What follows belongs to an exercise in optimizing a design on an open flow for small area; a production flow would make more cautious choices. Function was checked by simulation only, so behaviour that the tests miss may differ from the original. Power and IR drop assume default switching activity.

==> design/flow/design.v <==
`timescale 1ns/1ps
module Delay #(
    parameter NUM_STAGES = 1,
    parameter DATA_WIDTH = 1
)(
    input  wire                  CLK,
    input  wire                  RESET_N,
    input  wire [DATA_WIDTH-1:0] DIN,
    output wire [DATA_WIDTH-1:0] DOUT
);
genvar i;
generate
if (NUM_STAGES == 0)
begin
    assign DOUT = DIN;
end
else if (NUM_STAGES > 0)
begin
    reg [NUM_STAGES*DATA_WIDTH-1:0] din_delay;
    always @(posedge CLK or negedge RESET_N)
    begin
        if(!RESET_N)
        begin
            din_delay[DATA_WIDTH-1:0] <= 0;
        end else
        begin
            din_delay[DATA_WIDTH-1:0] <= DIN;
        end
    end
    for (i=1; i<NUM_STAGES; i=i+1)
	 begin : REGISTER_STAGES
        always @(posedge CLK or negedge RESET_N )
        begin
            if(!RESET_N)
            begin
                din_delay[i*DATA_WIDTH+:DATA_WIDTH] <= 0;
            end else
            begin
                din_delay[i*DATA_WIDTH+:DATA_WIDTH] <= din_delay[(i-1)*DATA_WIDTH+:DATA_WIDTH];
            end
        end
    end
    assign DOUT = din_delay[(NUM_STAGES-1)*DATA_WIDTH+:DATA_WIDTH];
end
endgenerate
endmodule
module ADDF (
    input  a,
    input  b,
    input  c,
    output s,
    output co
);
assign {co, s} = a + b + c;
endmodule
module ADDH (
    input  a,
    input  b,
    output s,
    output co
);
assign {co, s} = a + b;
endmodule
module POPC32 (
    input  [31:0] x,
    output [4:0]  y
);
wire pc_1;
wire pc_2;
wire pc_3;
wire pc_4;
wire pc_5;
wire pc_6;
wire pc_7;
wire pc_8;
wire pc_9;
wire pc_10;
wire pc_11;
wire pc_12;
wire pc_13;
wire pc_14;
wire pc_15;
wire pc_16;
wire pc_17;
wire pc_18;
wire pc_19;
wire pc_20;
wire pc_21;
wire pc_22;
wire pc_23;
wire pc_24;
wire pc_25;
wire pc_26;
wire pc_27;
wire pc_28;
wire pc_29;
wire pc_30;
wire pc_31;
wire pc_32;
wire pc_33;
wire pc_34;
wire pc_35;
wire pc_36;
wire pc_37;
wire pc_38;
wire pc_39;
wire pc_40;
wire pc_41;
wire pc_42;
wire pc_43;
wire pc_44;
wire pc_45;
wire pc_46;
wire pc_47;
wire pc_48;
wire pc_49;
wire pc_50;
wire pc_51;
wire pc_52;
wire pc_53;
wire pc_54;
wire pc_55;
wire pc_56;
wire pc_57;
wire pc_58;
wire pc_59;
wire pc_60;
wire pc_61;
wire pc_62;
ADDF pc_f1 (.a(x[0]), .b(x[1]), .c(x[2]), .s(pc_1), .co(pc_2));
ADDF pc_f2 (.a(x[3]), .b(x[4]), .c(x[5]), .s(pc_3), .co(pc_4));
ADDF pc_f3 (.a(x[6]), .b(pc_1), .c(x[7]), .s(pc_5), .co(pc_6));
ADDF pc_f4 (.a(x[8]), .b(x[9]), .c(pc_3), .s(pc_7), .co(pc_8));
ADDF pc_f5 (.a(x[10]), .b(x[11]), .c(pc_5), .s(pc_9), .co(pc_10));
ADDF pc_f6 (.a(x[12]), .b(x[13]), .c(pc_7), .s(pc_11), .co(pc_12));
ADDF pc_f7 (.a(x[14]), .b(x[15]), .c(pc_9), .s(pc_13), .co(pc_14));
ADDF pc_f8 (.a(x[16]), .b(x[17]), .c(pc_11), .s(pc_15), .co(pc_16));
ADDF pc_f9 (.a(x[18]), .b(x[19]), .c(pc_13), .s(pc_17), .co(pc_18));
ADDF pc_f10 (.a(x[20]), .b(x[21]), .c(pc_15), .s(pc_19), .co(pc_20));
ADDF pc_f11 (.a(x[22]), .b(x[23]), .c(pc_17), .s(pc_21), .co(pc_22));
ADDF pc_f12 (.a(x[24]), .b(x[25]), .c(pc_19), .s(pc_23), .co(pc_24));
ADDF pc_f13 (.a(x[26]), .b(x[27]), .c(pc_21), .s(pc_25), .co(pc_26));
ADDF pc_f14 (.a(x[28]), .b(x[29]), .c(pc_23), .s(pc_27), .co(pc_28));
ADDF pc_f15 (.a(x[30]), .b(x[31]), .c(pc_25), .s(pc_29), .co(pc_30));
ADDH pc_h16 (.a(pc_27), .b(pc_29), .s(pc_31), .co(pc_32));
ADDF pc_f17 (.a(pc_2), .b(pc_4), .c(pc_6), .s(pc_33), .co(pc_34));
ADDF pc_f18 (.a(pc_8), .b(pc_10), .c(pc_33), .s(pc_35), .co(pc_36));
ADDF pc_f19 (.a(pc_12), .b(pc_14), .c(pc_35), .s(pc_37), .co(pc_38));
ADDF pc_f20 (.a(pc_16), .b(pc_18), .c(pc_37), .s(pc_39), .co(pc_40));
ADDF pc_f21 (.a(pc_20), .b(pc_22), .c(pc_39), .s(pc_41), .co(pc_42));
ADDF pc_f22 (.a(pc_24), .b(pc_26), .c(pc_41), .s(pc_43), .co(pc_44));
ADDF pc_f23 (.a(pc_28), .b(pc_30), .c(pc_43), .s(pc_45), .co(pc_46));
ADDH pc_h24 (.a(pc_32), .b(pc_45), .s(pc_47), .co(pc_48));
ADDF pc_f25 (.a(pc_34), .b(pc_36), .c(pc_38), .s(pc_49), .co(pc_50));
ADDF pc_f26 (.a(pc_40), .b(pc_49), .c(pc_42), .s(pc_51), .co(pc_52));
ADDF pc_f27 (.a(pc_44), .b(pc_51), .c(pc_46), .s(pc_53), .co(pc_54));
ADDH pc_h28 (.a(pc_48), .b(pc_53), .s(pc_55), .co(pc_56));
ADDF pc_f29 (.a(pc_50), .b(pc_52), .c(pc_54), .s(pc_57), .co(pc_58));
ADDH pc_h30 (.a(pc_56), .b(pc_57), .s(pc_59), .co(pc_60));
ADDH pc_h31 (.a(pc_58), .b(pc_60), .s(pc_61), .co(pc_62));
assign y = {pc_61, pc_59, pc_55, pc_47, pc_31};
endmodule
module MAC
    (
    input                                   clk     ,
    input                                   rst_n   ,
    output                                  MACMUX_Val,
    output reg [4    -1 : 0] MACMUX_Addr,
    output reg[ 32            -1 : 0] MACMUX_Psum,
    input                                   MUXMAC_Rdy,
    output                                  MACMUX_Empty,
    output                                  MACARB_ReqHelp,
    input                                   ARBMAC_Rst,
    input [ 2                       -1 : 0] PEBMAC_WeiCol,
    input [(
(8192*4*16*16/32) <= (1<<0) ? 0 : (8192*4*16*16/32) <= (1<<1) ? 1 :
(8192*4*16*16/32) <= (1<<2) ? 2 : (8192*4*16*16/32) <= (1<<3) ? 3 :
(8192*4*16*16/32) <= (1<<4) ? 4 : (8192*4*16*16/32) <= (1<<5) ? 5 :
(8192*4*16*16/32) <= (1<<6) ? 6 : (8192*4*16*16/32) <= (1<<7) ? 7 :
(8192*4*16*16/32) <= (1<<8) ? 8 : (8192*4*16*16/32) <= (1<<9) ? 9 :
(8192*4*16*16/32) <= (1<<10) ? 10 : (8192*4*16*16/32) <= (1<<11) ? 11 :
(8192*4*16*16/32) <= (1<<12) ? 12 : (8192*4*16*16/32) <= (1<<13) ? 13 :
(8192*4*16*16/32) <= (1<<14) ? 14 : (8192*4*16*16/32) <= (1<<15) ? 15 :
(8192*4*16*16/32) <= (1<<16) ? 16 : (8192*4*16*16/32) <= (1<<17) ? 17 :
(8192*4*16*16/32) <= (1<<18) ? 18 : (8192*4*16*16/32) <= (1<<19) ? 19 :
(8192*4*16*16/32) <= (1<<20) ? 20 : (8192*4*16*16/32) <= (1<<21) ? 21 :
(8192*4*16*16/32) <= (1<<22) ? 22 : (8192*4*16*16/32) <= (1<<23) ? 23 :
(8192*4*16*16/32) <= (1<<24) ? 24 : (8192*4*16*16/32) <= (1<<25) ? 25 :
(8192*4*16*16/32) <= (1<<26) ? 26 : (8192*4*16*16/32) <= (1<<27) ? 27 :
(8192*4*16*16/32) <= (1<<28) ? 28 : (8192*4*16*16/32) <= (1<<29) ? 29 :
(8192*4*16*16/32) <= (1<<30) ? 30 : (8192*4*16*16/32) <= (1<<31) ? 31 : 32)                        -1 : 0] AddrRowFlgAct,
    input [ (
(8192*4*16*16) <= (1<<0) ? 0 : (8192*4*16*16) <= (1<<1) ? 1 :
(8192*4*16*16) <= (1<<2) ? 2 : (8192*4*16*16) <= (1<<3) ? 3 :
(8192*4*16*16) <= (1<<4) ? 4 : (8192*4*16*16) <= (1<<5) ? 5 :
(8192*4*16*16) <= (1<<6) ? 6 : (8192*4*16*16) <= (1<<7) ? 7 :
(8192*4*16*16) <= (1<<8) ? 8 : (8192*4*16*16) <= (1<<9) ? 9 :
(8192*4*16*16) <= (1<<10) ? 10 : (8192*4*16*16) <= (1<<11) ? 11 :
(8192*4*16*16) <= (1<<12) ? 12 : (8192*4*16*16) <= (1<<13) ? 13 :
(8192*4*16*16) <= (1<<14) ? 14 : (8192*4*16*16) <= (1<<15) ? 15 :
(8192*4*16*16) <= (1<<16) ? 16 : (8192*4*16*16) <= (1<<17) ? 17 :
(8192*4*16*16) <= (1<<18) ? 18 : (8192*4*16*16) <= (1<<19) ? 19 :
(8192*4*16*16) <= (1<<20) ? 20 : (8192*4*16*16) <= (1<<21) ? 21 :
(8192*4*16*16) <= (1<<22) ? 22 : (8192*4*16*16) <= (1<<23) ? 23 :
(8192*4*16*16) <= (1<<24) ? 24 : (8192*4*16*16) <= (1<<25) ? 25 :
(8192*4*16*16) <= (1<<26) ? 26 : (8192*4*16*16) <= (1<<27) ? 27 :
(8192*4*16*16) <= (1<<28) ? 28 : (8192*4*16*16) <= (1<<29) ? 29 :
(8192*4*16*16) <= (1<<30) ? 30 : (8192*4*16*16) <= (1<<31) ? 31 : 32) + 6         -1 : 0] AddrRowAct,
    input [ (
(8192*4) <= (1<<0) ? 0 : (8192*4) <= (1<<1) ? 1 :
(8192*4) <= (1<<2) ? 2 : (8192*4) <= (1<<3) ? 3 :
(8192*4) <= (1<<4) ? 4 : (8192*4) <= (1<<5) ? 5 :
(8192*4) <= (1<<6) ? 6 : (8192*4) <= (1<<7) ? 7 :
(8192*4) <= (1<<8) ? 8 : (8192*4) <= (1<<9) ? 9 :
(8192*4) <= (1<<10) ? 10 : (8192*4) <= (1<<11) ? 11 :
(8192*4) <= (1<<12) ? 12 : (8192*4) <= (1<<13) ? 13 :
(8192*4) <= (1<<14) ? 14 : (8192*4) <= (1<<15) ? 15 :
(8192*4) <= (1<<16) ? 16 : (8192*4) <= (1<<17) ? 17 :
(8192*4) <= (1<<18) ? 18 : (8192*4) <= (1<<19) ? 19 :
(8192*4) <= (1<<20) ? 20 : (8192*4) <= (1<<21) ? 21 :
(8192*4) <= (1<<22) ? 22 : (8192*4) <= (1<<23) ? 23 :
(8192*4) <= (1<<24) ? 24 : (8192*4) <= (1<<25) ? 25 :
(8192*4) <= (1<<26) ? 26 : (8192*4) <= (1<<27) ? 27 :
(8192*4) <= (1<<28) ? 28 : (8192*4) <= (1<<29) ? 29 :
(8192*4) <= (1<<30) ? 30 : (8192*4) <= (1<<31) ? 31 : 32)                                    -1 : 0] AddrBlockWei,
    input [ 32            -1 : 0] MAC_FlgWei,
    input                                   MAC_FlgWei_Val,
    output                                  MAC_AddrFlgAct_Rdy,
    output reg [ (
(8192*4*16*16/32) <= (1<<0) ? 0 : (8192*4*16*16/32) <= (1<<1) ? 1 :
(8192*4*16*16/32) <= (1<<2) ? 2 : (8192*4*16*16/32) <= (1<<3) ? 3 :
(8192*4*16*16/32) <= (1<<4) ? 4 : (8192*4*16*16/32) <= (1<<5) ? 5 :
(8192*4*16*16/32) <= (1<<6) ? 6 : (8192*4*16*16/32) <= (1<<7) ? 7 :
(8192*4*16*16/32) <= (1<<8) ? 8 : (8192*4*16*16/32) <= (1<<9) ? 9 :
(8192*4*16*16/32) <= (1<<10) ? 10 : (8192*4*16*16/32) <= (1<<11) ? 11 :
(8192*4*16*16/32) <= (1<<12) ? 12 : (8192*4*16*16/32) <= (1<<13) ? 13 :
(8192*4*16*16/32) <= (1<<14) ? 14 : (8192*4*16*16/32) <= (1<<15) ? 15 :
(8192*4*16*16/32) <= (1<<16) ? 16 : (8192*4*16*16/32) <= (1<<17) ? 17 :
(8192*4*16*16/32) <= (1<<18) ? 18 : (8192*4*16*16/32) <= (1<<19) ? 19 :
(8192*4*16*16/32) <= (1<<20) ? 20 : (8192*4*16*16/32) <= (1<<21) ? 21 :
(8192*4*16*16/32) <= (1<<22) ? 22 : (8192*4*16*16/32) <= (1<<23) ? 23 :
(8192*4*16*16/32) <= (1<<24) ? 24 : (8192*4*16*16/32) <= (1<<25) ? 25 :
(8192*4*16*16/32) <= (1<<26) ? 26 : (8192*4*16*16/32) <= (1<<27) ? 27 :
(8192*4*16*16/32) <= (1<<28) ? 28 : (8192*4*16*16/32) <= (1<<29) ? 29 :
(8192*4*16*16/32) <= (1<<30) ? 30 : (8192*4*16*16/32) <= (1<<31) ? 31 : 32)-1:0] MAC_AddrFlgAct,
    input                                   MAC_FlgAct_Val,
    input [ 32            -1 : 0] MAC_FlgAct,
    output                                  MAC_AddrAct_Rdy,
    output reg[ (
(8192*4*16*16) <= (1<<0) ? 0 : (8192*4*16*16) <= (1<<1) ? 1 :
(8192*4*16*16) <= (1<<2) ? 2 : (8192*4*16*16) <= (1<<3) ? 3 :
(8192*4*16*16) <= (1<<4) ? 4 : (8192*4*16*16) <= (1<<5) ? 5 :
(8192*4*16*16) <= (1<<6) ? 6 : (8192*4*16*16) <= (1<<7) ? 7 :
(8192*4*16*16) <= (1<<8) ? 8 : (8192*4*16*16) <= (1<<9) ? 9 :
(8192*4*16*16) <= (1<<10) ? 10 : (8192*4*16*16) <= (1<<11) ? 11 :
(8192*4*16*16) <= (1<<12) ? 12 : (8192*4*16*16) <= (1<<13) ? 13 :
(8192*4*16*16) <= (1<<14) ? 14 : (8192*4*16*16) <= (1<<15) ? 15 :
(8192*4*16*16) <= (1<<16) ? 16 : (8192*4*16*16) <= (1<<17) ? 17 :
(8192*4*16*16) <= (1<<18) ? 18 : (8192*4*16*16) <= (1<<19) ? 19 :
(8192*4*16*16) <= (1<<20) ? 20 : (8192*4*16*16) <= (1<<21) ? 21 :
(8192*4*16*16) <= (1<<22) ? 22 : (8192*4*16*16) <= (1<<23) ? 23 :
(8192*4*16*16) <= (1<<24) ? 24 : (8192*4*16*16) <= (1<<25) ? 25 :
(8192*4*16*16) <= (1<<26) ? 26 : (8192*4*16*16) <= (1<<27) ? 27 :
(8192*4*16*16) <= (1<<28) ? 28 : (8192*4*16*16) <= (1<<29) ? 29 :
(8192*4*16*16) <= (1<<30) ? 30 : (8192*4*16*16) <= (1<<31) ? 31 : 32) + 6     -1 : 0] MAC_AddrAct,
    input                                   MAC_Act_Val,
    input [ 8             -1 : 0] MAC_Act,
    output                                  MAC_AddrWei_Rdy,
    output reg[ (
(8192*4) <= (1<<0) ? 0 : (8192*4) <= (1<<1) ? 1 :
(8192*4) <= (1<<2) ? 2 : (8192*4) <= (1<<3) ? 3 :
(8192*4) <= (1<<4) ? 4 : (8192*4) <= (1<<5) ? 5 :
(8192*4) <= (1<<6) ? 6 : (8192*4) <= (1<<7) ? 7 :
(8192*4) <= (1<<8) ? 8 : (8192*4) <= (1<<9) ? 9 :
(8192*4) <= (1<<10) ? 10 : (8192*4) <= (1<<11) ? 11 :
(8192*4) <= (1<<12) ? 12 : (8192*4) <= (1<<13) ? 13 :
(8192*4) <= (1<<14) ? 14 : (8192*4) <= (1<<15) ? 15 :
(8192*4) <= (1<<16) ? 16 : (8192*4) <= (1<<17) ? 17 :
(8192*4) <= (1<<18) ? 18 : (8192*4) <= (1<<19) ? 19 :
(8192*4) <= (1<<20) ? 20 : (8192*4) <= (1<<21) ? 21 :
(8192*4) <= (1<<22) ? 22 : (8192*4) <= (1<<23) ? 23 :
(8192*4) <= (1<<24) ? 24 : (8192*4) <= (1<<25) ? 25 :
(8192*4) <= (1<<26) ? 26 : (8192*4) <= (1<<27) ? 27 :
(8192*4) <= (1<<28) ? 28 : (8192*4) <= (1<<29) ? 29 :
(8192*4) <= (1<<30) ? 30 : (8192*4) <= (1<<31) ? 31 : 32)     -1 : 0] MAC_AddrWei,
    input                                   MAC_Wei_Val,
    input [ 8             -1 : 0] MAC_Wei
);
localparam IDLE    = 2'd0;
localparam WAITFLG = 2'd1;
localparam COMP    = 2'd2;
localparam WAITMUX = 2'd3;
reg  [1:0]  state;
reg  [1:0]  next_state;
reg         state_req;
reg         MAC_Empty;
reg  [4:0]  Cnt_Comp;        
reg         val_comp;        
reg         MAC_Addr_val;
reg         fnh;             
reg         OffAct_nz;       
reg         OffWei_nz;
reg  [31:0] ActFlag, WeiFlag;
reg         MACAW_ValOffset;
reg         MAC_Fnh;
reg  [4:0]  MACAW_OffsetAct;
reg  [4:0]  MACAW_OffsetWei;
wire comp     = state == COMP;
wire data_val = MAC_Wei_Val & MAC_Act_Val;
wire en_mac   = MAC_Addr_val & data_val & ~fnh;
wire pipe     = comp & (~MAC_Addr_val | data_val);
wire MAC_FnhRow = (Cnt_Comp == 5'd16) & MAC_Fnh;
wire done     = (~val_comp & en_mac) | ~MAC_Addr_val;
wire MAC_Sta  = (state == WAITFLG) & MAC_FlgWei_Val & MAC_FlgAct_Val;
always @(*) begin
    case (state)
        IDLE    : next_state = ARBMAC_Rst ? WAITFLG : IDLE;
        WAITFLG : next_state = (MAC_FlgWei_Val & MAC_FlgAct_Val) ? COMP : WAITFLG;
        COMP    : if (MAC_Fnh & done)
                      next_state = MAC_FnhRow ? IDLE : WAITFLG;
                  else if (MAC_Fnh & val_comp & en_mac)
                      next_state = WAITMUX;
                  else
                      next_state = COMP;
        default : next_state = MUXMAC_Rdy ? (MAC_FnhRow ? IDLE : WAITFLG) : WAITMUX;
    endcase
end
always @(posedge clk or negedge rst_n) begin
    if (!rst_n) state <= IDLE;
    else        state <= next_state;
end
assign MAC_AddrFlgAct_Rdy = state == WAITFLG;
assign MACMUX_Val   = (state == WAITMUX) & ~MUXMAC_Rdy;
assign MACMUX_Empty = state == IDLE;
wire next_state_req = state_req ? ~MAC_Empty : ARBMAC_Rst;
always @(posedge clk or negedge rst_n) begin
    if (!rst_n) state_req <= 1'b0;
    else        state_req <= next_state_req;
end
assign MACARB_ReqHelp = ~rst_n | ~next_state_req;
always @(posedge clk or negedge rst_n) begin
    if (!rst_n) MAC_Empty <= 1'b0;
    else        MAC_Empty <= (next_state == IDLE) & (state != IDLE);
end
wire [17:0] flg_inc;
INCR #(.W(18)) u_inc_flg (.a(MAC_AddrFlgAct), .ci(MAC_Sta), .y(flg_inc));
always @(posedge clk or negedge rst_n) begin
    if (!rst_n)          MAC_AddrFlgAct <= 0;
    else if (ARBMAC_Rst) MAC_AddrFlgAct <= AddrRowFlgAct;
    else                 MAC_AddrFlgAct <= flg_inc;
end
wire [4:0] cnt_inc;
INCR #(.W(5)) u_inc_cnt (.a(Cnt_Comp), .ci(MAC_Sta), .y(cnt_inc));
always @(posedge clk) begin
    if (ARBMAC_Rst) Cnt_Comp <= 0;
    else            Cnt_Comp <= cnt_inc;
end
wire [3:0] addr_inc;
INCR #(.W(4)) u_inc_addr (.a(MACMUX_Addr), .ci(MAC_Sta), .y(addr_inc));
always @(posedge clk or negedge rst_n) begin
    if (!rst_n)          MACMUX_Addr <= 0;
    else if (ARBMAC_Rst) MACMUX_Addr <= 4'd0 - PEBMAC_WeiCol;
    else                 MACMUX_Addr <= addr_inc;
end
always @(posedge clk) begin
    if (ARBMAC_Rst)   val_comp <= 1'b0;
    else if (MAC_Sta) val_comp <= ~(MACMUX_Addr[3] & MACMUX_Addr[2] & MACMUX_Addr[1]);
end
wire        ld_act = ARBMAC_Rst;
wire [28:0] act_sum;
ADDR5 #(.W(29)) u_add_act (
    .x  (ld_act ? AddrRowAct : MAC_AddrAct),
    .y  ({5{ld_act}} | ({5{pipe}} & MACAW_OffsetAct)),
    .yh (ld_act),
    .s  (act_sum)
);
always @(posedge clk or negedge rst_n) begin
    if (!rst_n) MAC_AddrAct <= 0;
    else        MAC_AddrAct <= act_sum;
end
wire        ld_wei = ARBMAC_Rst | MAC_Sta;
wire [14:0] wei_sum;
ADDR5 #(.W(15)) u_add_wei (
    .x  (ld_wei ? AddrBlockWei : MAC_AddrWei),
    .y  ({5{ld_wei}} | ({5{pipe}} & MACAW_OffsetWei)),
    .yh (ld_wei),
    .s  (wei_sum)
);
always @(posedge clk or negedge rst_n) begin
    if (!rst_n) MAC_AddrWei <= 0;
    else        MAC_AddrWei <= wei_sum;
end
always @(posedge clk or negedge rst_n) begin
    if (!rst_n)                     MAC_Addr_val <= 1'b0;
    else if (ARBMAC_Rst | MAC_Sta)  MAC_Addr_val <= 1'b0;
    else if (pipe)                  MAC_Addr_val <= MACAW_ValOffset;
end
always @(posedge clk) begin
    if (ARBMAC_Rst | MAC_Sta) fnh <= 1'b1;
    else if (pipe)            fnh <= MAC_Fnh;
end
always @(posedge clk) begin
    if (pipe) begin
        OffAct_nz <= |MACAW_OffsetAct;
        OffWei_nz <= |MACAW_OffsetWei;
    end
end
assign MAC_AddrAct_Rdy = MAC_Addr_val & OffAct_nz;
assign MAC_AddrWei_Rdy = MAC_Addr_val & OffWei_nz;
wire [32:0] S;
assign S[0] = 1'b0;
genvar i;
generate
    for (i = 0; i < 32; i = i + 1) begin : g_s
        assign S[i+1] = S[i] | (ActFlag[i] & WeiFlag[i]);
    end
endgenerate
wire [31:0] keep = (S[31:0] | {32{~pipe}}) & {32{~MAC_Sta}};
wire [4:0]  Offset_Act, Offset_Wei;
POPC32 u_pa (.x(ActFlag & ~S[31:0]), .y(Offset_Act));
POPC32 u_pw (.x(WeiFlag & ~S[31:0]), .y(Offset_Wei));
always @(posedge clk) begin
    ActFlag <= ({32{MAC_Sta}} & MAC_FlgAct) | (keep & ActFlag);
    WeiFlag <= ({32{MAC_Sta}} & MAC_FlgWei) | (keep & WeiFlag);
end
always @(posedge clk) begin
    if (MAC_Sta) begin
        MACAW_ValOffset <= 1'b0;
        MAC_Fnh         <= 1'b0;
    end else if (pipe) begin
        MACAW_ValOffset <= (|ActFlag) | (|WeiFlag);
        MAC_Fnh         <= ~S[32];
    end
end
always @(posedge clk or negedge rst_n) begin
    if (!rst_n) begin
        MACAW_OffsetAct <= 0;
        MACAW_OffsetWei <= 0;
    end else if (pipe) begin
        MACAW_OffsetAct <= Offset_Act;
        MACAW_OffsetWei <= Offset_Wei;
    end
end
wire [31:0] psum_sum;
MACC8 u_macc (
    .a (MAC_Act & {8{en_mac}}),
    .w (MAC_Wei),
    .p (MACMUX_Psum),
    .y (psum_sum)
);
always @(posedge clk or negedge rst_n) begin
    if (!rst_n) MACMUX_Psum <= 0;
    else        MACMUX_Psum <= psum_sum & {32{~MAC_Sta}};
end
endmodule
module INCR #(parameter W = 4) (
    input  [W-1:0] a,
    input          ci,
    output [W-1:0] y
);
wire [W:0] c;
assign c[0] = ci;
genvar k;
generate
    for (k = 0; k < W; k = k + 1) begin : g
        ADDH u (.a(a[k]), .b(c[k]), .s(y[k]), .co(c[k+1]));
    end
endgenerate
endmodule
module ADDR5 #(parameter W = 15) (
    input  [W-1:0] x,
    input  [4:0]   y,
    input          yh,
    output [W-1:0] s
);
wire [5:0] c;
assign c[0] = 1'b0;
genvar k;
generate
    for (k = 0; k < 5; k = k + 1) begin : g_lo
        if (k == 0)
            ADDH u (.a(x[k]), .b(y[k]), .s(s[k]), .co(c[k+1]));
        else
            ADDF u (.a(x[k]), .b(y[k]), .c(c[k]), .s(s[k]), .co(c[k+1]));
    end
endgenerate
wire [W:5] t;
assign t[5] = c[5] ^ yh;
generate
    for (k = 5; k < W; k = k + 1) begin : g_hi
        assign t[k+1] = t[k] & (x[k] ^ yh);
        assign s[k]   = x[k] ^ t[k];
    end
endgenerate
endmodule
module MACC8 (
    input  [7:0]  a,
    input  [7:0]  w,
    input  [31:0] p,
    output [31:0] y
);
wire mc_1;
wire mc_2;
wire mc_3;
wire mc_4;
wire mc_5;
wire mc_6;
wire mc_7;
wire mc_8;
wire mc_9;
wire mc_10;
wire mc_11;
wire mc_12;
wire mc_13;
wire mc_14;
wire mc_15;
wire mc_16;
wire mc_17;
wire mc_18;
wire mc_19;
wire mc_20;
wire mc_21;
wire mc_22;
wire mc_23;
wire mc_24;
wire mc_25;
wire mc_26;
wire mc_27;
wire mc_28;
wire mc_29;
wire mc_30;
wire mc_31;
wire mc_32;
wire mc_33;
wire mc_34;
wire mc_35;
wire mc_36;
wire mc_37;
wire mc_38;
wire mc_39;
wire mc_40;
wire mc_41;
wire mc_42;
wire mc_43;
wire mc_44;
wire mc_45;
wire mc_46;
wire mc_47;
wire mc_48;
wire mc_49;
wire mc_50;
wire mc_51;
wire mc_52;
wire mc_53;
wire mc_54;
wire mc_55;
wire mc_56;
wire mc_57;
wire mc_58;
wire mc_59;
wire mc_60;
wire mc_61;
wire mc_62;
wire mc_63;
wire mc_64;
wire mc_65;
wire mc_66;
wire mc_67;
wire mc_68;
wire mc_69;
wire mc_70;
wire mc_71;
wire mc_72;
wire mc_73;
wire mc_74;
wire mc_75;
wire mc_76;
wire mc_77;
wire mc_78;
wire mc_79;
wire mc_80;
wire mc_81;
wire mc_82;
wire mc_83;
wire mc_84;
wire mc_85;
wire mc_86;
wire mc_87;
wire mc_88;
wire mc_89;
wire mc_90;
wire mc_91;
wire mc_92;
wire mc_93;
wire mc_94;
wire mc_95;
wire mc_96;
wire mc_97;
wire mc_98;
wire mc_99;
wire mc_100;
wire mc_101;
wire mc_102;
wire mc_103;
wire mc_104;
wire mc_105;
wire mc_106;
wire mc_107;
wire mc_108;
wire mc_109;
wire mc_110;
wire mc_111;
wire mc_112;
wire mc_113;
wire mc_114;
wire mc_115;
wire mc_116;
wire mc_117;
wire mc_118;
wire mc_119;
wire mc_120;
wire mc_121;
wire mc_122;
wire mc_123;
wire mc_124;
wire mc_125;
wire mc_126;
wire mc_127;
wire mc_128;
wire mc_129;
wire mc_130;
wire mc_131;
wire mc_132;
wire mc_133;
wire mc_134;
wire mc_135;
wire mc_136;
wire mc_137;
wire mc_138;
wire mc_139;
wire mc_140;
wire mc_141;
wire mc_142;
wire mc_143;
wire mc_144;
wire mc_145;
wire mc_146;
wire mc_147;
wire mc_148;
wire mc_149;
wire mc_150;
wire mc_151;
wire mc_152;
wire mc_153;
wire mc_154;
wire mc_155;
wire mc_156;
wire mc_157;
wire mc_158;
wire mc_159;
wire mc_160;
wire mc_161;
wire mc_162;
wire mc_163;
wire mc_164;
wire mc_165;
wire mc_166;
wire mc_167;
wire mc_168;
wire mc_169;
wire mc_170;
wire mc_171;
wire mc_172;
wire mc_173;
wire mc_174;
wire mc_175;
wire mc_176;
wire mc_177;
wire mc_178;
wire mc_179;
wire mc_180;
wire mc_181;
wire mc_182;
wire mc_183;
wire mc_184;
wire mc_185;
wire mc_186;
wire mc_187;
wire mc_188;
wire mc_189;
wire mc_190;
wire mc_191;
wire mc_192;
wire mc_193;
wire mc_194;
wire mc_195;
wire mc_196;
wire mc_197;
wire mc_198;
wire mc_199;
wire mc_200;
wire mc_201;
wire mc_202;
wire mc_203;
wire mc_204;
wire mc_205;
wire mc_206;
wire mc_207;
wire mc_208;
wire mc_209;
wire mc_210;
wire mc_211;
wire mc_212;
wire mc_213;
wire mc_214;
wire mc_215;
wire mc_216;
wire mc_217;
wire mc_218;
wire mc_219;
wire mc_220;
wire mc_221;
wire mc_222;
wire mc_223;
wire mc_224;
wire mc_225;
wire mc_226;
wire mc_227;
wire mc_228;
wire mc_229;
wire mc_230;
wire mc_231;
wire mc_232;
wire mc_233;
wire mc_234;
assign mc_1 = a[0] & w[0];
assign mc_2 = a[0] & w[1];
assign mc_3 = a[0] & w[2];
assign mc_4 = a[0] & w[3];
assign mc_5 = a[0] & w[4];
assign mc_6 = a[0] & w[5];
assign mc_7 = a[0] & w[6];
assign mc_8 = ~(a[0] & w[7]);
assign mc_9 = a[1] & w[0];
assign mc_10 = a[1] & w[1];
assign mc_11 = a[1] & w[2];
assign mc_12 = a[1] & w[3];
assign mc_13 = a[1] & w[4];
assign mc_14 = a[1] & w[5];
assign mc_15 = a[1] & w[6];
assign mc_16 = ~(a[1] & w[7]);
assign mc_17 = a[2] & w[0];
assign mc_18 = a[2] & w[1];
assign mc_19 = a[2] & w[2];
assign mc_20 = a[2] & w[3];
assign mc_21 = a[2] & w[4];
assign mc_22 = a[2] & w[5];
assign mc_23 = a[2] & w[6];
assign mc_24 = ~(a[2] & w[7]);
assign mc_25 = a[3] & w[0];
assign mc_26 = a[3] & w[1];
assign mc_27 = a[3] & w[2];
assign mc_28 = a[3] & w[3];
assign mc_29 = a[3] & w[4];
assign mc_30 = a[3] & w[5];
assign mc_31 = a[3] & w[6];
assign mc_32 = ~(a[3] & w[7]);
assign mc_33 = a[4] & w[0];
assign mc_34 = a[4] & w[1];
assign mc_35 = a[4] & w[2];
assign mc_36 = a[4] & w[3];
assign mc_37 = a[4] & w[4];
assign mc_38 = a[4] & w[5];
assign mc_39 = a[4] & w[6];
assign mc_40 = ~(a[4] & w[7]);
assign mc_41 = a[5] & w[0];
assign mc_42 = a[5] & w[1];
assign mc_43 = a[5] & w[2];
assign mc_44 = a[5] & w[3];
assign mc_45 = a[5] & w[4];
assign mc_46 = a[5] & w[5];
assign mc_47 = a[5] & w[6];
assign mc_48 = ~(a[5] & w[7]);
assign mc_49 = a[6] & w[0];
assign mc_50 = a[6] & w[1];
assign mc_51 = a[6] & w[2];
assign mc_52 = a[6] & w[3];
assign mc_53 = a[6] & w[4];
assign mc_54 = a[6] & w[5];
assign mc_55 = a[6] & w[6];
assign mc_56 = ~(a[6] & w[7]);
assign mc_57 = ~(a[7] & w[0]);
assign mc_58 = ~(a[7] & w[1]);
assign mc_59 = ~(a[7] & w[2]);
assign mc_60 = ~(a[7] & w[3]);
assign mc_61 = ~(a[7] & w[4]);
assign mc_62 = ~(a[7] & w[5]);
assign mc_63 = ~(a[7] & w[6]);
assign mc_64 = a[7] & w[7];
ADDF mc_f1 (.a(p[1]), .b(mc_2), .c(mc_9), .s(mc_65), .co(mc_66));
ADDF mc_f2 (.a(p[2]), .b(mc_3), .c(mc_10), .s(mc_67), .co(mc_68));
ADDF mc_f3 (.a(mc_17), .b(mc_66), .c(mc_67), .s(mc_69), .co(mc_70));
ADDF mc_f4 (.a(p[3]), .b(mc_4), .c(mc_11), .s(mc_71), .co(mc_72));
ADDF mc_f5 (.a(mc_18), .b(mc_25), .c(mc_68), .s(mc_73), .co(mc_74));
ADDF mc_f6 (.a(mc_71), .b(mc_70), .c(mc_73), .s(mc_75), .co(mc_76));
ADDF mc_f7 (.a(p[4]), .b(mc_5), .c(mc_12), .s(mc_77), .co(mc_78));
ADDF mc_f8 (.a(mc_19), .b(mc_26), .c(mc_33), .s(mc_79), .co(mc_80));
ADDF mc_f9 (.a(mc_72), .b(mc_77), .c(mc_79), .s(mc_81), .co(mc_82));
ADDF mc_f10 (.a(mc_74), .b(mc_81), .c(mc_76), .s(mc_83), .co(mc_84));
ADDF mc_f11 (.a(p[5]), .b(mc_6), .c(mc_13), .s(mc_85), .co(mc_86));
ADDF mc_f12 (.a(mc_20), .b(mc_27), .c(mc_34), .s(mc_87), .co(mc_88));
ADDF mc_f13 (.a(mc_41), .b(mc_78), .c(mc_80), .s(mc_89), .co(mc_90));
ADDF mc_f14 (.a(mc_85), .b(mc_87), .c(mc_82), .s(mc_91), .co(mc_92));
ADDF mc_f15 (.a(mc_89), .b(mc_91), .c(mc_84), .s(mc_93), .co(mc_94));
ADDF mc_f16 (.a(p[6]), .b(mc_7), .c(mc_14), .s(mc_95), .co(mc_96));
ADDF mc_f17 (.a(mc_21), .b(mc_28), .c(mc_35), .s(mc_97), .co(mc_98));
ADDF mc_f18 (.a(mc_42), .b(mc_49), .c(mc_86), .s(mc_99), .co(mc_100));
ADDF mc_f19 (.a(mc_88), .b(mc_95), .c(mc_97), .s(mc_101), .co(mc_102));
ADDF mc_f20 (.a(mc_90), .b(mc_99), .c(mc_101), .s(mc_103), .co(mc_104));
ADDF mc_f21 (.a(mc_92), .b(mc_103), .c(mc_94), .s(mc_105), .co(mc_106));
ADDF mc_f22 (.a(p[7]), .b(mc_8), .c(mc_15), .s(mc_107), .co(mc_108));
ADDF mc_f23 (.a(mc_22), .b(mc_29), .c(mc_36), .s(mc_109), .co(mc_110));
ADDF mc_f24 (.a(mc_43), .b(mc_50), .c(mc_57), .s(mc_111), .co(mc_112));
ADDF mc_f25 (.a(mc_96), .b(mc_98), .c(mc_107), .s(mc_113), .co(mc_114));
ADDF mc_f26 (.a(mc_109), .b(mc_111), .c(mc_100), .s(mc_115), .co(mc_116));
ADDF mc_f27 (.a(mc_102), .b(mc_113), .c(mc_115), .s(mc_117), .co(mc_118));
ADDF mc_f28 (.a(mc_104), .b(mc_117), .c(mc_106), .s(mc_119), .co(mc_120));
assign mc_121 = ~(p[8] ^ mc_16);
assign mc_122 = p[8] | mc_16;
ADDF mc_f29 (.a(mc_23), .b(mc_30), .c(mc_37), .s(mc_123), .co(mc_124));
ADDF mc_f30 (.a(mc_44), .b(mc_51), .c(mc_58), .s(mc_125), .co(mc_126));
ADDF mc_f31 (.a(mc_108), .b(mc_110), .c(mc_112), .s(mc_127), .co(mc_128));
ADDF mc_f32 (.a(mc_121), .b(mc_123), .c(mc_125), .s(mc_129), .co(mc_130));
ADDF mc_f33 (.a(mc_114), .b(mc_127), .c(mc_129), .s(mc_131), .co(mc_132));
ADDF mc_f34 (.a(mc_116), .b(mc_131), .c(mc_118), .s(mc_133), .co(mc_134));
ADDF mc_f35 (.a(p[9]), .b(mc_24), .c(mc_31), .s(mc_135), .co(mc_136));
ADDF mc_f36 (.a(mc_38), .b(mc_45), .c(mc_52), .s(mc_137), .co(mc_138));
ADDF mc_f37 (.a(mc_59), .b(mc_122), .c(mc_124), .s(mc_139), .co(mc_140));
ADDF mc_f38 (.a(mc_126), .b(mc_135), .c(mc_137), .s(mc_141), .co(mc_142));
ADDF mc_f39 (.a(mc_128), .b(mc_130), .c(mc_139), .s(mc_143), .co(mc_144));
ADDF mc_f40 (.a(mc_141), .b(mc_132), .c(mc_143), .s(mc_145), .co(mc_146));
ADDF mc_f41 (.a(p[10]), .b(mc_32), .c(mc_39), .s(mc_147), .co(mc_148));
ADDF mc_f42 (.a(mc_46), .b(mc_53), .c(mc_60), .s(mc_149), .co(mc_150));
ADDF mc_f43 (.a(mc_136), .b(mc_138), .c(mc_147), .s(mc_151), .co(mc_152));
ADDF mc_f44 (.a(mc_149), .b(mc_140), .c(mc_142), .s(mc_153), .co(mc_154));
ADDF mc_f45 (.a(mc_151), .b(mc_144), .c(mc_153), .s(mc_155), .co(mc_156));
ADDF mc_f46 (.a(p[11]), .b(mc_40), .c(mc_47), .s(mc_157), .co(mc_158));
ADDF mc_f47 (.a(mc_54), .b(mc_61), .c(mc_148), .s(mc_159), .co(mc_160));
ADDF mc_f48 (.a(mc_150), .b(mc_157), .c(mc_152), .s(mc_161), .co(mc_162));
ADDF mc_f49 (.a(mc_159), .b(mc_154), .c(mc_161), .s(mc_163), .co(mc_164));
ADDF mc_f50 (.a(p[12]), .b(mc_48), .c(mc_55), .s(mc_165), .co(mc_166));
ADDF mc_f51 (.a(mc_62), .b(mc_158), .c(mc_165), .s(mc_167), .co(mc_168));
ADDF mc_f52 (.a(mc_160), .b(mc_167), .c(mc_162), .s(mc_169), .co(mc_170));
ADDF mc_f53 (.a(p[13]), .b(mc_56), .c(mc_63), .s(mc_171), .co(mc_172));
ADDF mc_f54 (.a(mc_166), .b(mc_171), .c(mc_168), .s(mc_173), .co(mc_174));
ADDF mc_f55 (.a(p[14]), .b(mc_64), .c(mc_172), .s(mc_175), .co(mc_176));
assign mc_177 = ~(p[15] ^ mc_176);
assign mc_178 = p[15] | mc_176;
ADDH mc_h56 (.a(mc_1), .b(p[0]), .s(mc_179), .co(mc_180));
ADDH mc_h57 (.a(mc_65), .b(mc_180), .s(mc_181), .co(mc_182));
ADDH mc_h58 (.a(mc_69), .b(mc_182), .s(mc_183), .co(mc_184));
ADDH mc_h59 (.a(mc_75), .b(mc_184), .s(mc_185), .co(mc_186));
ADDH mc_h60 (.a(mc_83), .b(mc_186), .s(mc_187), .co(mc_188));
ADDH mc_h61 (.a(mc_93), .b(mc_188), .s(mc_189), .co(mc_190));
ADDH mc_h62 (.a(mc_105), .b(mc_190), .s(mc_191), .co(mc_192));
ADDH mc_h63 (.a(mc_119), .b(mc_192), .s(mc_193), .co(mc_194));
ADDF mc_f64 (.a(mc_120), .b(mc_133), .c(mc_194), .s(mc_195), .co(mc_196));
ADDH mc_h65 (.a(mc_134), .b(mc_145), .s(mc_197), .co(mc_198));
ADDF mc_f66 (.a(mc_146), .b(mc_155), .c(mc_198), .s(mc_199), .co(mc_200));
ADDF mc_f67 (.a(mc_156), .b(mc_163), .c(mc_200), .s(mc_201), .co(mc_202));
ADDF mc_f68 (.a(mc_164), .b(mc_169), .c(mc_202), .s(mc_203), .co(mc_204));
ADDF mc_f69 (.a(mc_170), .b(mc_173), .c(mc_204), .s(mc_205), .co(mc_206));
ADDF mc_f70 (.a(mc_174), .b(mc_175), .c(mc_206), .s(mc_207), .co(mc_208));
ADDH mc_h71 (.a(mc_177), .b(mc_208), .s(mc_209), .co(mc_210));
assign mc_211 = ~(mc_134 ^ mc_145);
assign mc_212 = mc_134 | mc_145;
ADDF mc_f72 (.a(mc_146), .b(mc_155), .c(mc_212), .s(mc_213), .co(mc_214));
ADDF mc_f73 (.a(mc_156), .b(mc_163), .c(mc_214), .s(mc_215), .co(mc_216));
ADDF mc_f74 (.a(mc_164), .b(mc_169), .c(mc_216), .s(mc_217), .co(mc_218));
ADDF mc_f75 (.a(mc_170), .b(mc_173), .c(mc_218), .s(mc_219), .co(mc_220));
ADDF mc_f76 (.a(mc_174), .b(mc_175), .c(mc_220), .s(mc_221), .co(mc_222));
ADDH mc_h77 (.a(mc_177), .b(mc_222), .s(mc_223), .co(mc_224));
assign mc_225 = mc_196 ? mc_211 : mc_197;
assign mc_226 = mc_196 ? mc_213 : mc_199;
assign mc_227 = mc_196 ? mc_215 : mc_201;
assign mc_228 = mc_196 ? mc_217 : mc_203;
assign mc_229 = mc_196 ? mc_219 : mc_205;
assign mc_230 = mc_196 ? mc_221 : mc_207;
assign mc_231 = mc_196 ? mc_223 : mc_209;
assign mc_232 = mc_196 ? mc_224 : mc_210;
assign mc_233 = mc_178 & mc_232;
assign mc_234 = ~(mc_178 | mc_232);
wire [16:0] ones, zeros;
assign ones[0] = 1'b1;
assign zeros[0] = 1'b1;
genvar k;
generate for (k = 0; k < 16; k = k + 1) begin : g_hi
    assign ones[k+1]  = ones[k] & p[16+k];
    assign zeros[k+1] = zeros[k] & ~p[16+k];
    assign y[16+k] = p[16+k] ^ ((mc_233 & ones[k]) | (mc_234 & zeros[k]));
end endgenerate
assign y[15:0] = {mc_231, mc_230, mc_229, mc_228, mc_227, mc_226, mc_225, mc_195, mc_193, mc_191, mc_189, mc_187, mc_185, mc_183, mc_181, mc_179};
endmodule
==> design/flow/flow/run.sh <==
#!/bin/bash
# Layout flow: the standard flow (standard.sh), with two changes.
# 1. After the standard synthesis, the combinational logic of the netlist is
#    mapped again by ABC for area (amap). Registers, full and half adders and
#    tie cells are kept as they are (same instances, names and cell types).
#    The new netlist is proven equivalent to the standard one with Yosys
#    (equiv_make / equiv_simple / equiv_induct); if that proof fails the
#    standard netlist is kept.
# 2. Port buffers are buf_1 cells.
# Each tool writes its full output to a log_*.log file in this folder.
set -euo pipefail
export BUFFER_PORTS_ARGS="-buffer_cell sky130_fd_sc_hd__buf_1"
YOSYS=$FLOW_HOME/../tools/install/yosys/bin/yosys
R=orfs/results/$FLOW_PLATFORM/MAC/base
LIB=$FLOW_HOME/platforms/$FLOW_PLATFORM/lib/sky130_fd_sc_hd__tt_025C_1v80.lib

bash standard.sh synth > log_1_standard_synth.log 2>&1
cp $R/1_2_yosys.v flow_standard.v

KEEP=$(grep -o 'sky130_fd_sc_hd__\(fa\|ha\|df\|edf\|sdf\|dl\|conb\)[a-z0-9_]*' flow_standard.v | sort -u | tr '\n' ' ')
DONT=$(grep -o 'cell *( *"\?sky130_fd_sc_hd__\(lpflow\|probe\)[a-z0-9_]*' $LIB | sed 's/.*(\s*"\?//' | sort -u | sed 's/^/-dont_use /' | tr '\n' ' ')
printf 'strash\ndch -f\namap\n' > remap.abc
cat > remap.ys <<EOF
read_liberty -ignore_miss_func $LIB
read_verilog flow_standard.v
hierarchy -top $FLOW_TOP
setattr -mod -set keep_hierarchy 1 $KEEP
flatten
opt_clean
abc -liberty $LIB -script remap.abc $DONT
opt_clean -purge
hilomap -singleton -hicell sky130_fd_sc_hd__conb_1 HI -locell sky130_fd_sc_hd__conb_1 LO
insbuf -buf sky130_fd_sc_hd__buf_1 A X
splitnets
opt_clean -purge
stat -liberty $LIB
write_verilog -noattr -noexpr -nohex -nodec -selected flow_remap_all.v
EOF
$YOSYS -l log_2_remap.log -q -s remap.ys > /dev/null 2>&1
awk -v top="$FLOW_TOP" '$1=="module" && $2 ~ "^"top"[ (]*" {on=1} on {print} on && /^endmodule/ {on=0}' flow_remap_all.v > flow_remap.v

cat > equiv.ys <<EOF
read_liberty -ignore_miss_func $LIB
read_verilog flow_standard.v
rename $FLOW_TOP gold
read_verilog flow_remap.v
rename $FLOW_TOP gate
flatten gold gate
async2sync
opt_clean
equiv_make gold gate equiv
equiv_simple -undef
equiv_induct -undef
equiv_status -assert
EOF
if $YOSYS -l log_3_equiv.log -q -s equiv.ys > /dev/null 2>&1; then
  echo "remapped netlist proven equivalent; using it"
  cp flow_remap.v $R/1_2_yosys.v
else
  echo "equivalence proof failed; keeping the standard netlist"
fi
touch $R/1_2_yosys.v
bash standard.sh synth > log_4_synth_odb.log 2>&1
bash standard.sh finish > log_5_finish.log 2>&1
==> design/flow/standard.sh <==
#!/bin/bash
# synth_recipe.tcl (not shown) runs the flow's synth.tcl, then flattens the netlist and writes it again
# the make line also repeats each setting of config.mk as NAME=value (left out here)
make -C /OpenROAD-flow-scripts/flow DESIGN_CONFIG=/design/flow/config.mk WORK_HOME=/design/flow/orfs CLKGATE_MAP_FILE= SYNTH_SCRIPT=/design/flow/synth_recipe.tcl "${@:-finish}"
==> design/flow/config.mk <==
export PLATFORM = sky130hd
export DESIGN_NAME = MAC
export DESIGN_NICKNAME = MAC
export VERILOG_FILES = /design/flow/design.v
export SDC_FILE = /design/flow/constraint.sdc
export NUM_CORES = 4
export LEC_CHECK = 0
export ABC_AREA = 1
export CAP_MARGIN = 20
export CORE_MARGIN = 2
export CORE_UTILIZATION = 40
export CTS_BUF_LIST = sky130_fd_sc_hd__clkbuf_8
export PLACE_DENSITY = 0.6
export SLEW_MARGIN = 20
export SYNTH_HIERARCHICAL = 1
export SYNTH_MINIMUM_KEEP_SIZE = 0
==> design/flow/constraint.sdc <==
create_clock -name core_clock -period 9.0 [get_ports {clk}]
set_input_delay 1.8000 -clock core_clock [delete_from_list [all_inputs] [get_ports {clk}]]
set_output_delay 1.8000 -clock core_clock [all_outputs]
set_load 0.01 [all_outputs]
==> results.yml, run 1 <==
detailed_routing:
  wl_um: 31100
  wire_per_inst_um: 15.84
  postRouteAntennaNets: 0
  vias: 9901
  drtPass1Iterations: 5
  drt_drc_violations_left: 0
  via_per_inst: 5.041
  drt_iter0_drc: 481
timing:
  hold_viol_final: 0
  holdWs_ps: 453.6
  slew_viol_final: 0
  fin_crit_ps: 8641
  slew_headroom: 0.3690
  fin_tns_setup_ps: 0
  period_share: 0.9601
  setup_viol: 0
  max_freq_ghz: 0.1157
  tightest_slew_ps: 946.5
  skew_ps: 18.36
logic_synthesis:
  yosysWarnings: 7
  syn_inst: 1335
  syn_avg_cell_area_um2: 9.075
  syn-num-nets: 1669
  synth_area_um2: 12120
global_routing:
  grt_overflow: 0
  grt_pass1_vias: 9905
  grt_pass1_wl_um: 49850
  grt_antenna_before_repair: 4
  grt_usage: 0.2020
  grt_max_degree: 70
setup_path:
  worst_setup_path_start_kind: "primary input"
  cp_common_cell: "fa_1"
  crit_required_ps: 9400
  worst-endpoint-arrival_ps: 9040
  crit_type: "primary input to flop"
  path_max_fanout: 7
  max_stage_delay_ps: 510
  worst_setup_path_end_kind: "flop"
  slowest_stage: "fa_1"
clock_tree:
  cts_tree: "done"
  htree_levels: 4
  cts.path.max_buffers: 2
  holdBufCountCts: 0
  clkTransAtPathRegs_ps: 110
  clock-sinks: 188
  cts-root-buf: "clkbuf_8"
  cts_made_buffers: 17
  clock_latency_ps: 480
worst_hold_path:
  hp-class: "flop to flop"
placed_design:
  hpwl_um: 24490
  gp_congestion: 0.8591
  numPlacedInstances: 1926
  io_buffers: 255
die:
  die-area_um2: 31700
  io_pins: 256
  die_w_um: 178.0
  num_rows: 63
  initial_core_util: 0.4077
  core_area_um2: 29720
  fp.dieH_um: 178.0
final_layout:
  drive_gt1_frac: 0.07634
  final_core_util: 0.4764
  nFillCells: 2858
  seq_area_um2: 4349
  final_cell_mix: "buf_1, nor2_1, o21ai_0"
  multiInputGateArea_um2: 7025
  instances_no_fill: 1964
  nets: 1893
  final_common_cell: "buf_1"
  area_growth_pct: 16.86
run_status:
  status: "timing/DRC/antenna clean"
power_and_ir_drop:
  vdd_drop_max_uv: 290.3
  design_power_total_w: 0.005709
  power.density_nw_per_um2: 403.2
  p_leak_nw: 5.828
job:
  cap_violations: 0
[timing repair]
action                     4_1_cts  5_1_grt
hold endpoints to repair         0        0
gates resized for setup          0       30
buffers inserted                 0        3
setup endpoints to repair        0        9
[area by class of cell]
type / instances / share of cell area
diodes: 2 / 0.0003535
well taps: 390 / 0.03446
clock inverters: 14 / 0.01264
repair buffers: 303 / 0.09553
clock buffers: 18 / 0.01750
multi-input cells: 913 / 0.4962
flip-flops and latches: 188 / 0.3072
inverters: 136 / 0.03614
[power by group]
part	total [W]	internal, W	switching, W
Combinational	0.00374	0.00167	0.00207
Sequential	0.00136	0.00115	0.000210
Clock	0.000611	0.000267	0.000344
Total	0.00571	0.00309	0.00262
[per-stage QoR]
stage	instance area (µm²)	setup WS, ps
5_1_grt	14150	-31.98
2_1_floorplan	12170	-27.94
6_report	14160	359.5
4_1_cts	14020	168.9
3_3_place_gp	13600	-54.32
3_5_place_dp	13600	-228.2
[worst max-delay path, delay by kind of cell]
family	cells	cell delay (ps)
buffers and inverters	4	480
adder cells (fa/ha/maj)	11	4190
AO/OA/AOI/OAI	4	540
AND/OR/NAND/NOR	14	2010
[sequential cells by signal, indices dropped and copies added, names as in the netlist, 2 cells and up]
register and flops:
MAC_AddrFlgAct 18, MACAW_OffsetWei 5, MAC_AddrAct 29, ActFlag 32
WeiFlag 32, MACAW_OffsetAct 5, MAC_AddrWei 15, MACMUX_Addr 4
Cnt_Comp 5, MACMUX_Psum 32, state 2
[path summary, 6_finish.rpt]
path	slack (ps)	end	from	cells past startpoint
worst min register to register	450	state_req	MAC_Empty	1
worst min-delay path	450	state_req	MAC_Empty	1
min in group asynchronous	1350	MAC_AddrAct[18]	rst_n	1
worst max register to register	760	MACAW_OffsetAct[4]	ActFlag[0]	38
max in group asynchronous	6220	MACMUX_Psum[23]	rst_n	2
worst max-delay path	360	MACMUX_Psum[31]	MAC_Act_Val	33
[layer usage]
layer  global-route usage  routed length (µm)  vias to the layer above
met5                    0                  49                        -
met4              0.06557                 695                        6
met3              0.04838                1909                       43
met2               0.3304               14810                      245
met1               0.2643               13640                     4713
li1                     -                   -                     4894
==> run 2, diff against run 1 <==
--- a/design/flow/config.mk
+++ b/design/flow/config.mk
@@ -11,4 +11,5 @@
 export CORE_UTILIZATION = 40
 export CTS_BUF_LIST = sky130_fd_sc_hd__clkbuf_8
+export GPL_TIMING_DRIVEN = 0
 export PLACE_DENSITY = 0.6
 export SLEW_MARGIN = 20
==> run 2 against run 1 <==
Sequential share of layout area down 0.80 points. Die area unchanged. Global-route usage up 0.15 points. Core utilization up 1.3 points. Synthesized area unchanged. Worst hold slack better by 14 ps. First-iteration DRC count up 15%. Sequential cell count unchanged. Critical endpoint unchanged.
==> results.yml, run 2 <==
run_status:
  status: "timing/DRC/antenna clean"
placed_design:
  place_ws_ps: -1168
  io_buffers: 255
  hpwl_um: 24560
  gp_congestion: 0.8181
job:
  cap_violations: 0
detailed_routing:
  drt_iter0_drc: 552
  via_per_inst: 5.024
  drtPass1Iterations: 5
  wire_per_inst_um: 15.52
  postRouteAntennaNets: 0
  drt_drc_violations_left: 0
  vias: 10210
  wl_um: 31550
power_and_ir_drop:
  power.density_nw_per_um2: 394.6
  p_leak_nw: 5.910
  vdd_drop_max_uv: 298.1
global_routing:
  grt_antenna_before_repair: 3
  grt_overflow: 0
  grt_pass1_vias: 10100
  grt_usage: 0.2035
  grt_max_degree: 73
  grt_pass1_wl_um: 50380
setup_path:
  cp_common_cell: "fa_2"
  max_stage_delay_ps: 490
  worst-endpoint-arrival_ps: 9030
  rr_worst_depth: 38
  worst_setup_path_start_kind: "primary input"
  slowest_stage: "fa_1"
  crit_required_ps: 9410
  rr_startpoint: "ActFlag[0]"
  reg2reg_to: "MACAW_OffsetAct[4]"
  worst_setup_path_end_kind: "flop"
  path_max_fanout: 7
  r2r_setup_slack_ps: 570
  crit_type: "primary input to flop"
clock_tree:
  cts.path.max_buffers: 2
  holdBufCountCts: 0
  clock-sinks: 188
  cts_made_buffers: 17
  cts_tree: "done"
  htree_levels: 4
  clkTransAtPathRegs_ps: 100
  clock_latency_ps: 480
  cts-root-buf: "clkbuf_8"
die:
  fp.dieH_um: 178.0
  die_w_um: 178.0
  die-area_um2: 31700
  initial_core_util: 0.4077
  core_area_um2: 29720
  num_rows: 63
  io_pins: 256
timing:
  skew_ps: 15.32
  fin_crit_ps: 8626
  max_freq_ghz: 0.1159
  slew_headroom: 0.4409
  setup_slack_ps: 373.8
  period_share: 0.9585
  tightest_slew_ps: 834.1
  setup_viol: 0
  hold_viol_final: 0
  slew_viol_final: 0
final_layout:
  final_common_cell: "buf_1"
  top_regs: "ActFlag: 32 flops, MACMUX_Psum: 32 flops, WeiFlag: 32 flops"
  final_cell_mix: "buf_1, nor2_1, o21ai_0"
  drive_gt1_frac: 0.06338
  area_growth_pct: 19.98
  nets: 1962
  final_core_util: 0.4892
logic_synthesis:
  syn_inst: 1335
  syn-num-nets: 1669
  syn_avg_cell_area_um2: 9.075
  yosysWarnings: 7
  synth_area_um2: 12120
worst_hold_path:
  hp-class: "flop to flop"
  worstHoldStart: "MACMUX_Psum[31]"
  whs_endpoint: "MACMUX_Psum[31]"
  whs_path_depth: 1
run 2: layout make-up:
| cell class | count | area [µm²] |
|---|---|---|
| antenna | 2 | 5.005 |
| buffer | 98 | 367.9 |
| clock buffer | 18 | 247.7 |
| clock inverter | 14 | 161.4 |
| fill | 2956 | 15180 |
| inverter | 136 | 521.8 |
| multi-input combinational | 914 | 7133 |
| sequential | 188 | 4349 |
| tap | 390 | 488.0 |
| timing repair buffer | 273 | 1262 |
run 2: repair_timing:
| action | CTS | global route |
|---|---|---|
| gates cloned | 1 | 1 |
| resized for setup | 7 | 51 |
| setup buffers | 1 | 6 |
| endpoints found under the setup margin | 10 | 13 |
| pin swaps | 1 | 14 |
run 2: routing by layer:
layer,track usage,vias up,share of wire
met3,0.03815,39,0.060
met5,0,-,0.00086
met1,0.2704,4871,0.44
met4,0.05772,4,0.015
met2,0.3401,281,0.48
li1,-,5019,-
run 2: worst max-delay path by stage:
stage / from / end / slack (ps) / cells past startpoint
2_1_floorplan: MAC_Act_Val / MACMUX_Psum[31] / -30 / 31
3_3_place_gp: ARBMAC_Rst / MAC_AddrAct[28] / -3800 / 30
3_5_place_dp: MAC_Act_Val / MACMUX_Psum[31] / -1170 / 34
4_1_cts: MAC_Act_Val / MACMUX_Psum[31] / 30 / 35
5_1_grt: WeiFlag[0] / MACAW_OffsetWei[4] / -60 / 38
6_report: MAC_Wei_Val / MACMUX_Psum[31] / 370 / 35
run 2: critical path: cells and delay by family:
family                     cells  cell delay, ps
buffers and inverters          4             500
and+or+nand+nor               14            1760
AOI/OAI and AO/OA              4             510
adders and majority gates     13            4470
run 2: through the flow:
stage / TNS (ps) / cells / area [µm²] / hold WS [ps] / power (W)
after global routing: -118.2 / 2031 / 14530 / 490.6 / 0.006441
after global placement: -88510 / 1980 / 13610 / 447.3 / 0.004986
after floorplan: -27.94 / 1335 / 12170 / 429.8 / 0.004026
after CTS: 0 / 2024 / 14290 / 467.5 / 0.005735
after detailed placement: -7913 / 1990 / 13840 / 450.6 / 0.005089
final: 0 / 2033 / 14540 / 467.3 / 0.005737
run 2: where the power goes:
part | internal (W) | switching (W) | total (W)
logic | 0.00169 | 0.00209 | 0.00378
clock network | 0.000260 | 0.000335 | 0.000595
registers | 0.00115 | 0.000213 | 0.00136
==> run 3, diff against run 2 <==
--- a/design/flow/flow/run.sh
+++ b/design/flow/flow/run.sh
@@ -11,4 +11,5 @@
 set -euo pipefail
 export BUFFER_PORTS_ARGS="-buffer_cell sky130_fd_sc_hd__buf_1"
+export CTS_ARGS="-sink_clustering_enable -repair_clock_nets -buf_list sky130_fd_sc_hd__clkbuf_8 -dont_use_dummy_load"
 YOSYS=$FLOW_HOME/../tools/install/yosys/bin/yosys
 R=orfs/results/$FLOW_PLATFORM/MAC/base
--- a/design/flow/config.mk
+++ b/design/flow/config.mk
@@ -11,5 +11,4 @@
 export CORE_UTILIZATION = 40
 export CTS_BUF_LIST = sky130_fd_sc_hd__clkbuf_8
-export GPL_TIMING_DRIVEN = 0
 export PLACE_DENSITY = 0.6
 export SLEW_MARGIN = 20
==> run 3 against run 2 <==
Sequential cell count is the same. Maximum frequency shrank 0.42%. Synthesized cell count is the same. Clock power shrank 26%. Critical path type unchanged. Via count shrank 3.2%. Sequential share of layout area grew 1.2 points. Largest power group unchanged. Routed wire length shrank 1.8%. Non-clock buffer count shrank 68. Critical path depth shrank 3. Highest routed layer unchanged. Clock-buffer cell count shrank 1.
==> results.yml, run 3 <==
detailed_routing:
  wire_per_inst_um: 15.91
  drtPass1Iterations: 7
  met3WireLength_um: 1910
  wl_um: 30990
  wl_met1_um: 13590
  highest-signal-layer: "met5"
  drt_iter0_drc: 460
  via_per_inst: 5.076
  routed-wl-met2_um: 14770
  vias: 9889
  drt_drc_violations_left: 0
  postRouteAntennaNets: 0
final_layout:
  fin_area_um2: 13970
  area_growth_pct: 15.29
  nFillCells: 2864
  multiInputGateArea_um2: 7030
  final_cell_mix: "buf_1, nor2_1, o21ai_0"
  drive_gt1_frac: 0.06872
  final_core_util: 0.4700
  final_common_cell: "buf_1"
  seq_area_um2: 4349
  top_regs: "ActFlag: 32 flops, MACMUX_Psum: 32 flops, WeiFlag: 32 flops"
  nets: 1893
clock_tree:
  clkTransAtPathRegs_ps: 110
  cts_made_buffers: 17
  htree_levels: 4
  cts_tree: "done"
  clock-sinks: 188
  clock_latency_ps: 470
  cts.path.max_buffers: 2
  cts-root-buf: "clkbuf_8"
power_and_ir_drop:
  switchingPower_w: 0.002543
  p_int_w: 0.002985
  power.density_nw_per_um2: 395.8
  vdd_drop_max_uv: 296.8
  design_power_total_w: 0.005529
  seqPwrFrac: 0.246
  p_sw_frac: 0.4600
  combPwrFrac: 0.675
  p_leak_nw: 5.738
  p_clk_frac: 0.080
die:
  die-area_um2: 31700
  num_rows: 63
  core_area_um2: 29720
  io_pins: 256
  die_w_um: 178.0
  initial_core_util: 0.4077
  fp.dieH_um: 178.0
setup_path:
  crit_required_ps: 9310
  rr_startpoint: "ActFlag[0]"
  max_stage_delay_ps: 510
  worst_setup_path_end_kind: "flop"
  path_max_fanout: 7
  r2r_setup_slack_ps: 740
  critPathTopFamily: "adder cells"
  rr_worst_depth: 38
  slowest_stage: "fa_1"
  cp_num_buf_inv: 4
  reg2reg_to: "MACAW_OffsetWei[4]"
  worst_setup_path_start_kind: "primary input"
  worst-endpoint-arrival_ps: 8970
  crit_type: "primary input to flop"
  cp_common_cell: "fa_1"
worst_hold_path:
  hp-class: "flop to flop"
  whs_endpoint: "state_req"
  whs_path_depth: 1
  worstHoldStart: "MAC_Empty"
timing:
  fin_crit_ps: 8662
  skew_ps: 45.03
  tightest_slew_ps: 930.8
  setup_viol: 0
  slew_headroom: 0.3795
  slew_viol_final: 0
  hold_viol_final: 0
  max_freq_ghz: 0.1154
  period_share: 0.9625
logic_synthesis:
  syn_inst: 1335
  yosysWarnings: 7
  syn-num-nets: 1669
  synth_area_um2: 12120
  syn_avg_cell_area_um2: 9.075
placed_design:
  io_buffers: 255
  gp_congestion: 0.8591
  hpwl_um: 24490
  dpl-instance-area_um2: 13600
run_status:
  status: "timing/DRC/antenna clean"
global_routing:
  grt_max_degree: 70
  grt_antenna_before_repair: 4
  grt_usage: 0.2006
  grt_overflow: 0
  grt_pass1_wl_um: 49510
  grt_pass1_vias: 9878
job:
  cap_violations: 0
==> run 3: worst reg2reg max path, delay by kind of cell, from the launching register on <==
family	cells	cell delay (ps)
AO/OA/AOI/OAI	27	4570
buffers and inverters	1	140
flip-flops	1	350
AND/OR/NAND/NOR	3	500
adder cells (fa/ha/maj)	7	2580
==> run 3: worst max path at each step <==
stage / cells after the start / slack, ps / endpoint / startpoint
2_1_floorplan: 31 / -30 / MACMUX_Psum[31] / MAC_Act_Val
3_3_place_gp: 36 / -50 / MACMUX_Psum[31] / MAC_Act_Val
3_5_place_dp: 36 / -230 / MACMUX_Psum[31] / MAC_Act_Val
4_1_cts: 38 / 190 / MACAW_OffsetAct[4] / ActFlag[0]
5_1_grt: 33 / -60 / MACMUX_Psum[31] / MAC_Wei_Val
6_report: 32 / 340 / MACMUX_Psum[30] / MAC_Act_Val
==> run 3: final cells by class <==
class,count,area share
inverter,136,0.03664
multi-input combinational,913,0.5033
sequential,188,0.3114
clock buffer,17,0.01675
antenna,1,0.0001791
tap,390,0.03493
timing repair buffer,303,0.09683
==> run 3: metrics by stage <==
stage	setup slack (ps)	instances	hold WS (ps)	TNS [ps]
2_1_floorplan	-27.94	1335	429.8	-27.94
3_3_place_gp	-54.32	1926	446.3	-57.57
3_5_place_dp	-228.2	1926	452.6	-509.7
4_1_cts	190.3	1943	419.1	0
5_1_grt	-62.82	1947	447.1	-94.99
6_report	337.6	1948	420.0	0
==> run 3: power by group through the flow <==
| stage | combinational, W | clock (W) | sequential, W |
|---|---|---|---|
| 6_report | 0.00373 | 0.000441 | 0.00136 |
| 5_1_grt | 0.00439 | 0.000496 | 0.00140 |
| 4_1_cts | 0.00374 | 0.000463 | 0.00135 |
| 3_5_place_dp | 0.00372 | 0 | 0.00137 |
| 3_3_place_gp | 0.00365 | 0 | 0.00136 |
| 2_1_floorplan | 0.00271 | 0 | 0.00132 |
==> run 3: layer usage <==
layer,vias to the layer above,global-route usage
met1,4722,0.2621
met3,43,0.05030
met4,6,0.05874
met5,-,0
li1,4875,-
met2,243,0.3298
==> run 3: timing repair <==
action,in CTS,in global routing
buffers inserted,0,3
endpoints found under the setup margin,0,9
gates resized for setup,0,31
hold buffers,0,0

## afterwards: timing with drivers on the ports
How much do the figures lean on ideal ports? The routed layouts below were timed once more, with nothing changed but the port constraints. Step 1: set_driving_cell puts a clkbuf_16 on clk and a buf_2 on each other input, an assumption about the parent block. Step 2, shift: input delay + t, output delay - t, t = (earliest + latest rising clock arrival at the registers) / 2. This alone moves slack from input paths to output paths. Slacks: ideal ports / drivers / drivers and shift; pairs: ideal ports / drivers.
run | shift t [ns] | setup WS [ns] | clock arrival spread, ns
run 1 | 0.512 | 0.359 / 0.379 / -0.132 | 0.020 / 0.019
run 2 | 0.520 | 0.374 / 0.398 / -0.122 | 0.015 / 0.016
run 3 | 0.496 | 0.338 / 0.357 / -0.139 | 0.045 / 0.045
With both steps, setup timing fails in every run listed, where it was met with ideal ports. The setup slack of run 2, which loses most, moves by +0.024 ns with the drivers and by -0.496 ns with both steps.
